Context: an optimization exercise on an open-source flow, tuned for small area, a short achievable clock period and few clock cycles. The choices shown serve that exercise and are no tape-out recipe.
RTL that was checked went through simulation tests only; none was proved equivalent to the original.
Power figures rest on the tool's default switching activity, not on a simulated workload.

==> pepper: inputs <==
// FFT
module FFT(
input clk,
input rst_n,
input in_valid,
input signed [11:0] din_r,
input signed [11:0] din_i,
output out_valid,
output signed [15:0] dout_r,
output signed [15:0] dout_i
);
==> flow/config.mk <==
export PLATFORM = sky130hd
export DESIGN_NAME = FFT
export DESIGN_NICKNAME = FFT
export VERILOG_FILES = /design/flow/design.v
export SDC_FILE = /design/flow/constraint.sdc
export NUM_CORES = 4
export LEC_CHECK = 0
export CAP_MARGIN = 20
export CORE_MARGIN = 2
export CORE_UTILIZATION = 40
export SLEW_MARGIN = 20
==> flow/constraint.sdc <==
create_clock -name core_clock -period 12.0 [get_ports {clk}]
set_input_delay 2.4000 -clock core_clock [delete_from_list [all_inputs] [get_ports {clk}]]
set_output_delay 2.4000 -clock core_clock [all_outputs]
set_load 0.01 [all_outputs]
standard.sh (not shown) runs the stock make flow with config.mk's settings and CLKGATE_MAP_FILE= SYNTH_SCRIPT=/design/flow/synth_recipe.tcl, a recipe that flattens the netlist after the stock synthesis.
==> flow/flow/run.sh <==
#!/bin/bash
# Layout flow: the standard flow (standard.sh, unchanged synthesis),
# with repair_timing aiming for 8.25 ns of setup slack and the port buffers
# made from buf_4 cells. Full tool output goes to standard.log.
set -e
bash standard.sh SETUP_SLACK_MARGIN=8.25 TNS_END_PERCENT=100  \
    'BUFFER_PORTS_ARGS=-buffer_cell sky130_fd_sc_hd__buf_4' finish > standard.log 2>&1
==> inputs of garnet, as changes to pepper <==
--- a/flow/design.v
+++ b/flow/design.v
@@ -285,13 +285,13 @@
         i3 = c - 7'd27; n3 = c - 7'd25;
         i4 = c - 7'd32;
         i5 = c - 7'd35;
         ja = c - 7'd36;
         jb = c - 7'd51;
-        ctlf = {i1[4], n1[3:0], te1(n1[3:0]), wr1(i1[3:0]),         
-                i2[3], n2[2:0], te2(n2[2:0]), wr2(i2[2:0]),         
-                i3[2], n3[1:0], te3(n3[1:0]), wr3(i3[1:0]),         
+        ctlf = {i1[4], n1[3:0], te1(n1[3:0]) & ~n1[4], wr1(i1[3:0]),         
+                i2[3], n2[2:0], te2(n2[2:0]) & ~n2[3], wr2(i2[2:0]),         
+                i3[2], n3[1:0], te3(n3[1:0]) & ~n3[2], wr3(i3[1:0]),         
                 i4[1], i4[0], 1'b0,                                 
                 i5[0], ja[4] & ~ja[0], jb[3] & ~jb[1],              
                 5'd0};
     end
 endfunction
@@ -302,11 +302,11 @@
         ov  <= 1'b0;
         ctl <= ctlf(7'd0);
     end else begin
         if ((cnt != 7'd0 || in_valid) && cnt != 7'd127) cnt <= cnt + 7'd1;
         ctl <= (cnt != 7'd0 || in_valid) ? ctlf(cnt + 7'd1) : ctlf(7'd0);
-        if (cnt == 7'd57) ov <= 1'b1;
+        ov  <= (cnt >= 7'd57);     
     end
 end
 assign out_valid = ov;
 wire       ph1 = ctl[31];
 wire [3:0] m1  = ctl[30:27];
@@ -328,33 +328,35 @@
 reg signed [11:0] xr, xi;
 always @(posedge clk) begin
     xr <= din_r;
     xi <= din_i;
 end
-reg signed [12:0] d1r [0:15];
-reg signed [12:0] d1i [0:15];
-wire signed [12:0] t1r = d1r[15], t1i = d1i[15];
+reg signed [12:0] d1r [0:13];
+reg signed [12:0] d1i [0:13];
+reg signed [13:0] d1r14, d1i14, d1r15, d1i15;
+wire signed [12:0] t1r = d1r15[12:0], t1i = d1i15[12:0];
 wire signed [12:0] f1r, f1i;
 bfd #(.W(13)) bf1 (.tr(t1r), .ti(t1i), .vr({xr[11], xr}), .vi({xi[11], xi}), .w(w1), .fr(f1r), .fi(f1i));
 always @(posedge clk) begin
     d1r[0] <= ph1 ? f1r : {xr[11], xr};
     d1i[0] <= ph1 ? f1i : {xi[11], xi};
-    for (k = 1; k < 16; k = k + 1) begin
+    for (k = 1; k < 14; k = k + 1) begin
         d1r[k] <= d1r[k-1];
         d1i[k] <= d1i[k-1];
     end
+    d1r14 <= r1r; d1i14 <= r1i;
+    d1r15 <= d1r14; d1i15 <= d1i14;
 end
 wire [13:0] r1r, r1i;
 tpa #(.W(14)) ta1 (.vr(d1r[13]), .vi(d1i[13]), .e(e1), .r1(r1r), .r2(r1i));
-reg signed [13:0] a1r, a1i;
 reg [21:0] a1c;
 reg a1s;
 always @(posedge clk) begin
-    a1r <= r1r; a1i <= r1i; a1c <= tc1(m1); a1s <= ts1(m1);
+    a1c <= tc1(m1); a1s <= ts1(m1);
 end
 wire [19:0] b1sr, b1cr, b1si, b1ci;
-twb #(.RW(14), .PW(20)) tw1 (.r1(a1r), .r2(a1i),
+twb #(.RW(14), .PW(20)) tw1 (.r1(d1r14), .r2(d1i14),
     .ben(a1c[21]), .bneg(a1c[20]), .cen(a1c[19]), .cneg(a1c[18]), .den(a1c[17]),
     .e16(a1c[16]), .e32(a1c[15]), .fen(a1c[14]), .f8(a1c[13]), .fneg(a1c[12]),
     .kr(a1c[11:6]), .ki(a1c[5:0]), .sr(b1sr), .cr(b1cr), .si(b1si), .ci(b1ci));
 reg [19:0] q1sr, q1cr, q1si, q1ci;
 reg q1s;
@@ -369,33 +371,35 @@
 reg signed [19:0] o1r, o1i;
 always @(posedge clk) begin
     o1r <= sw1 ? h1i : h1r;
     o1i <= sw1 ? h1r : h1i;
 end
-reg signed [20:0] d2r [0:7];
-reg signed [20:0] d2i [0:7];
-wire signed [20:0] t2r = d2r[7], t2i = d2i[7];
+reg signed [20:0] d2r [0:5];
+reg signed [20:0] d2i [0:5];
+reg signed [21:0] d2r6, d2i6, d2r7, d2i7;
+wire signed [20:0] t2r = d2r7[20:0], t2i = d2i7[20:0];
 wire signed [20:0] f2r, f2i;
 bfd #(.W(21)) bf2 (.tr(t2r), .ti(t2i), .vr({o1r[19], o1r}), .vi({o1i[19], o1i}), .w(w2), .fr(f2r), .fi(f2i));
 always @(posedge clk) begin
     d2r[0] <= ph2 ? f2r : o1r;
     d2i[0] <= ph2 ? f2i : o1i;
-    for (k = 1; k < 8; k = k + 1) begin
+    for (k = 1; k < 6; k = k + 1) begin
         d2r[k] <= d2r[k-1];
         d2i[k] <= d2i[k-1];
     end
+    d2r6 <= r2r; d2i6 <= r2i;
+    d2r7 <= d2r6; d2i7 <= d2i6;
 end
 wire [21:0] r2r, r2i;
 tpa #(.W(22)) ta2 (.vr(d2r[5]), .vi(d2i[5]), .e(e2), .r1(r2r), .r2(r2i));
-reg signed [21:0] a2r, a2i;
 reg [21:0] a2c;
 reg a2s;
 always @(posedge clk) begin
-    a2r <= r2r; a2i <= r2i; a2c <= tc2(m2); a2s <= ts2(m2);
+    a2c <= tc2(m2); a2s <= ts2(m2);
 end
 wire [26:0] b2sr, b2cr, b2si, b2ci;
-twb #(.RW(22), .PW(27)) tw2 (.r1(a2r), .r2(a2i),
+twb #(.RW(22), .PW(27)) tw2 (.r1(d2r6), .r2(d2i6),
     .ben(a2c[21]), .bneg(a2c[20]), .cen(a2c[19]), .cneg(a2c[18]), .den(a2c[17]),
     .e16(a2c[16]), .e32(a2c[15]), .fen(a2c[14]), .f8(a2c[13]), .fneg(a2c[12]),
     .kr(a2c[11:6]), .ki(a2c[5:0]), .sr(b2sr), .cr(b2cr), .si(b2si), .ci(b2ci));
 reg [26:0] q2sr, q2cr, q2si, q2ci;
 reg q2s;
@@ -410,33 +414,31 @@
 reg signed [20:0] o2r, o2i;
 always @(posedge clk) begin
     o2r <= sw2 ? h2i[26:6] : h2r[26:6];
     o2i <= sw2 ? h2r[26:6] : h2i[26:6];
 end
-reg signed [21:0] d3r [0:3];
-reg signed [21:0] d3i [0:3];
-wire signed [21:0] t3r = d3r[3], t3i = d3i[3];
+reg signed [21:0] d3r [0:1];
+reg signed [21:0] d3i [0:1];
+reg signed [22:0] d3r2, d3i2, d3r3, d3i3;
+wire signed [21:0] t3r = d3r3[21:0], t3i = d3i3[21:0];
 wire signed [21:0] f3r, f3i;
 bfd #(.W(22)) bf3 (.tr(t3r), .ti(t3i), .vr({o2r[20], o2r}), .vi({o2i[20], o2i}), .w(w3), .fr(f3r), .fi(f3i));
 always @(posedge clk) begin
     d3r[0] <= ph3 ? f3r : o2r;
     d3i[0] <= ph3 ? f3i : o2i;
-    for (k = 1; k < 4; k = k + 1) begin
-        d3r[k] <= d3r[k-1];
-        d3i[k] <= d3i[k-1];
-    end
+    d3r[1] <= d3r[0];
+    d3i[1] <= d3i[0];
+    d3r2 <= r3r; d3i2 <= r3i;
+    d3r3 <= d3r2; d3i3 <= d3i2;
 end
 wire [22:0] r3r, r3i;
 tpa #(.W(23)) ta3 (.vr(d3r[1]), .vi(d3i[1]), .e(e3), .r1(r3r), .r2(r3i));
-reg signed [22:0] a3r, a3i;
 reg a3k;
-always @(posedge clk) begin
-    a3r <= r3r; a3i <= r3i; a3k <= te3(m3);
-end
+always @(posedge clk) a3k <= te3(m3);
 wire [27:0] b3sr, b3cr, b3si, b3ci;
-t45 tm3r (.x(a3r), .e(a3k), .s(b3sr), .c(b3cr));
-t45 tm3i (.x(a3i), .e(a3k), .s(b3si), .c(b3ci));
+t45 tm3r (.x(d3r2), .e(a3k), .s(b3sr), .c(b3cr));
+t45 tm3i (.x(d3i2), .e(a3k), .s(b3si), .c(b3ci));
 reg [27:0] q3sr, q3cr, q3si, q3ci;
 always @(posedge clk) begin
     q3sr <= b3sr; q3cr <= b3cr; q3si <= b3si; q3ci <= b3ci;
 end
 wire [27:0] g3ar = ph3 ? {t3r, 6'd0} : q3sr, g3br = ph3 ? {o2r[20], o2r, 6'd0} : q3cr;
==> flow/flow/run.sh (replaced) <==
#!/bin/bash
# Layout flow: the standard flow (standard.sh, unchanged synthesis),
# with repair_timing aiming for 8.25 ns of setup slack and the port buffers
# made from buf_4 cells. Full tool output goes to standard.log.
set -e
bash standard.sh CORE_UTILIZATION=60 PLACE_DENSITY=0.7 SETUP_SLACK_MARGIN=8.25 TNS_END_PERCENT=100 CTS_CLUSTER_SIZE=30 CTS_CLUSTER_DIAMETER=60 \
    'BUFFER_PORTS_ARGS=-buffer_cell sky130_fd_sc_hd__buf_4' finish > standard.log 2>&1
Settings changed: CORE_UTILIZATION 40 to 60, PLACE_DENSITY set to 0.7.
==> reports/summary.txt <==
Seq_cells = 2295
Post-synthesis mux area share = 4.619%
Final net count = 9769
Status = no timing/DRC/antenna violations
Storage cell area = 46130 um2
Worst-Skew Late Latency = 800 ps
Logic power comb = 0.00900 W
Post-Synth Simple-Gate Area = 9.679%
Maximum VDD drop = 0.0001697 V
Place WS = 7099 ps
Final instance area = 102700 um2
Vias = 58888
P_int = 0.01695 W
# the run above: garnet

==> reports/summary.txt <==
Post-Synth Simple-Gate Area = 10.21%
Synth top area share = 49.40%
Final instance area = 111600 um2
Maximum VDD drop = 0.0001992 V
Worst min path class = register to register
Vias = 61785
Seq_cells = 2405
P_int = 0.02057 W
Worst-Skew Late Latency = 920 ps
Area after DPL = 100200 um2
Logic power comb = 0.0112 W
Status = no timing/DRC/antenna violations
Storage cell area = 48360 um2
Biggest regs = ba: 480 flops, d1i: 208 flops, d1r: 208 flops
Ports = 60
Post-synthesis mux area share = 4.209%
Final net count = 10195
Place WS = 7059 ps
# the run above: pepper

Testbench counts of garnet, summed over its fixed seeds: cycles 22,784.
For pepper, only the layout was checked, not whether the RTL still works.

[re-timing with driven ports]
No port has a modelled driver above. Below, the same layouts with a new extraction and two added sets of constraints. Step 1, drivers: a clkbuf_16 drives clk and a buf_2 each remaining input, both assumed. Step 2, shift: input delay + t, output delay - t, t = (earliest + latest rising clock arrival at the registers) / 2. This alone moves slack from input paths to output paths. a / b / c = no drivers / after step 1 / after step 2; a / b = the first two.
run | t (ns) | setup WS [ns] | worst register clock-pin slew, ns | worst slew at a driven data input, ns
pepper | 0.944 | 8.189 / 8.107 / 7.982 | 0.07 / 0.07 | 0.29
garnet | 0.877 | 8.201 / 8.107 / 8.291 | 0.11 / 0.11 | 0.05
After both steps setup and hold are still met in every run listed. For pepper, which loses most, drivers alone change the setup slack by -0.082 ns; drivers and shift together by -0.207 ns.
